Source: an optimization exercise on an open RTL-to-GDS flow (aim: small area). Production flows keep margins and buffers that such runs may drop.
Only simulation tests tie the RTL to the original design; equivalence was not proved.

== run 1 ==
// fma_pipeline
module fma_pipeline #(
    parameter FP = 32,
    parameter FPexp = 8,
    parameter FPfrac = 23
    )(
    input   wire                    clk,
    input   wire                    rst_n,
    input   wire                    valid_in,
    input   wire    [FP - 1 : 0]    A_in,
    input   wire    [FP - 1 : 0]    B_in,
    input   wire    [FP - 1 : 0]    C_in,
    output  wire                    valid_out,
    output  wire    [FP - 1 : 0]    F_out
    );
    wire [7:0]  eA = A_in[30:23];
    wire [7:0]  eB = B_in[30:23];
    wire [23:0] mA = {|eA, A_in[22:0]};
    wire [23:0] mB = {|eB, B_in[22:0]};
    wire bo_0 = mB[0] ^ 1'b0;
    wire bt_0 = mB[1] ? ~(mB[0] | 1'b0) : (mB[0] & 1'b0);
    wire bn_0 = mB[1];
    wire pp_0_0 = ~(((bo_0 & mA[0])) ^ bn_0);
    wire pp_0_1;
    fma_bpp u_bpp0_1 (.one(bo_0), .two(bt_0), .a(mA[1]), .a1(mA[0]), .neg(bn_0), .npp(pp_0_1));
    wire pp_0_2;
    fma_bpp u_bpp0_2 (.one(bo_0), .two(bt_0), .a(mA[2]), .a1(mA[1]), .neg(bn_0), .npp(pp_0_2));
    wire pp_0_3;
    fma_bpp u_bpp0_3 (.one(bo_0), .two(bt_0), .a(mA[3]), .a1(mA[2]), .neg(bn_0), .npp(pp_0_3));
    wire pp_0_4;
    fma_bpp u_bpp0_4 (.one(bo_0), .two(bt_0), .a(mA[4]), .a1(mA[3]), .neg(bn_0), .npp(pp_0_4));
    wire pp_0_5;
    fma_bpp u_bpp0_5 (.one(bo_0), .two(bt_0), .a(mA[5]), .a1(mA[4]), .neg(bn_0), .npp(pp_0_5));
    wire pp_0_6;
    fma_bpp u_bpp0_6 (.one(bo_0), .two(bt_0), .a(mA[6]), .a1(mA[5]), .neg(bn_0), .npp(pp_0_6));
    wire pp_0_7;
    fma_bpp u_bpp0_7 (.one(bo_0), .two(bt_0), .a(mA[7]), .a1(mA[6]), .neg(bn_0), .npp(pp_0_7));
    wire pp_0_8;
    fma_bpp u_bpp0_8 (.one(bo_0), .two(bt_0), .a(mA[8]), .a1(mA[7]), .neg(bn_0), .npp(pp_0_8));
    wire pp_0_9;
    fma_bpp u_bpp0_9 (.one(bo_0), .two(bt_0), .a(mA[9]), .a1(mA[8]), .neg(bn_0), .npp(pp_0_9));
    wire pp_0_10;
    fma_bpp u_bpp0_10 (.one(bo_0), .two(bt_0), .a(mA[10]), .a1(mA[9]), .neg(bn_0), .npp(pp_0_10));
    wire pp_0_11;
    fma_bpp u_bpp0_11 (.one(bo_0), .two(bt_0), .a(mA[11]), .a1(mA[10]), .neg(bn_0), .npp(pp_0_11));
    wire pp_0_12;
    fma_bpp u_bpp0_12 (.one(bo_0), .two(bt_0), .a(mA[12]), .a1(mA[11]), .neg(bn_0), .npp(pp_0_12));
    wire pp_0_13;
    fma_bpp u_bpp0_13 (.one(bo_0), .two(bt_0), .a(mA[13]), .a1(mA[12]), .neg(bn_0), .npp(pp_0_13));
    wire pp_0_14;
    fma_bpp u_bpp0_14 (.one(bo_0), .two(bt_0), .a(mA[14]), .a1(mA[13]), .neg(bn_0), .npp(pp_0_14));
  ...
Settings: LEC_CHECK=0, CAP_MARGIN=20, CORE_MARGIN=2, CORE_UTILIZATION=40, SLEW_MARGIN=20, SYNTH_HIERARCHICAL=1; clock period 10.5 ns.
standard.sh (not shown) runs the stock make flow with config.mk's settings and CLKGATE_MAP_FILE= SYNTH_SCRIPT=/design/flow/synth_recipe.tcl, a recipe that flattens the netlist after the stock synthesis.
==> flow/flow/run.sh <==
#!/bin/bash
# Own layout flow: the standard flow, except that the final technology
# mapping in synthesis uses an area-oriented ABC script (area.abc) with a delay
# target. Everything else (synthesis passes, register names, floorplan, power
# grid, placement, CTS, routing) is the standard flow.
set -uo pipefail
HERE=$(pwd)
FLOWDIR=$HERE/flow
ABC_D=$(cat $FLOWDIR/abc_delay_ps)
sed -e "s/{D}/$ABC_D/g" $FLOWDIR/area.abc > $HERE/area_d.abc

# synthesis script: the standard flow's, with yosys' abc command wrapped to use our script
cat > $HERE/my_synth.tcl <<EOT
proc abc {args} {
  set out {}
  set i 0
  while {\$i < [llength \$args]} {
    set a [lindex \$args \$i]
    if {\$a eq "-script"} {
      incr i
      lappend out -script $HERE/area_d.abc
    } elseif {\$a eq "-D"} {
      incr i
      lappend out -D $ABC_D
    } else {
      lappend out \$a
    }
    incr i
  }
  if {[lsearch -exact \$out -D] < 0} { lappend out -D $ABC_D }
  yosys abc {*}\$out
}
source $HERE/synth_recipe.tcl
EOT

sed -e "s#SYNTH_SCRIPT=[^ ]*#SYNTH_SCRIPT=$HERE/my_synth.tcl#" standard.sh > $HERE/my_standard.sh
bash $HERE/my_standard.sh synth > $HERE/synth.log 2>&1 || { echo "synthesis failed"; tail -20 $HERE/synth.log; exit 1; }
bash standard.sh > $HERE/layout.log 2>&1 || { echo "layout failed"; tail -20 $HERE/layout.log; exit 1; }
==> flow/flow/abc_delay_ps <==
7000
==> flow/flow/area.abc <==
strash
dch
amap
topo
> inputs changed (run 1 -> run 2)
==> flow/flow/area.abc <==
strash
dch
map -a
topo
dnsize -c -D {D}
--- outcome ---
- Per the comparison of run 2 with run 1, tightest slew margin relative to the limit +10 points; worst setup margin climbed 300 ps; met1 routed wirelength after detailed routing dropped 2.7%; sum of routed wire length over all layers lower.
- First element of the critical path = B_in[20]: run 1; first element of the critical path = B_in[30]: run 2
- When the final numbers for run 1 and run 2 were put side by side, the height of the die turned out to be smaller in run 1.
Inputs modified between run 2 and run 3:
Settings: CORE_UTILIZATION changed from 40 to 60; PLACE_DENSITY newly set to 0.72.
-- flow/flow/run.sh --
<<< run 2, line 38
>>> run 3, line 38
export BUFFER_PORTS_ARGS="-buffer_cell sky130_fd_sc_hd__buf_1"
==> flow/flow/area.abc <==
strash
dch
map -D {D}
topo
buffer -c
upsize -c -D {D}
dnsize -c -D {D}
Findings:
- The area added between synthesis and finish of run 3 is lower than that of run 2.
- Relative to run 2, the synthesized cell count of run 3 is higher by about 3.4%.
- The non-clock buffer count of run 3 falls short of that of run 2 by 24%.
- Comparing transition time at the pin with the least slew margin for run 2 and run 3, the smaller number came from run 2.
- Run 2 ended up with more cell instances than run 3 did.
- Delta (run 3 minus run 2): sequential share of layout area went up by 0.89 points, final routed wirelength across all metal layers went up by about 1.2%, total routing resource utilization after global routing went up by 13 points, post-detailed-placement cell area went down by about 6%, clock-buffer cell count went down by 3.

-- what the ideal ports hide --
The flow's constraints put no driver on any port. The routed layouts listed below were extracted and timed again, unchanged, in two steps. Step 1 sets driving cells, clkbuf_16 on the clock port and buf_2 on the other inputs (assumed; they add their load-dependent delay and slew). Step 2 also shifts input and output timing later by t, the mid clock arrival at the registers, as if the neighbouring blocks saw the same clock. Slacks: no drivers / after step 1 / after step 2; pairs: no drivers / after step 1.
run | t (ns) | slack for setup (ns) | clock arrival spread, ns | worst register clock-pin slew, ns | pins driven straight from the clock port
run 1 | 0.568 | 0.462 / 0.489 / -0.079 | 0.012 / 0.012 | 0.07 / 0.07 | 1
run 2 | 0.582 | 0.758 / 0.792 / 0.210 | 0.036 / 0.036 | 0.07 / 0.07 | 1
run 3 | 0.564 | 0.520 / 0.550 / -0.014 | 0.032 / 0.032 | 0.08 / 0.08 | 1
Met with ideal ports but missed after step 2: setup timing in run 1 and run 3. The setup slack of run 2, which loses most, moves by +0.034 ns with the drivers and by -0.548 ns with both steps.
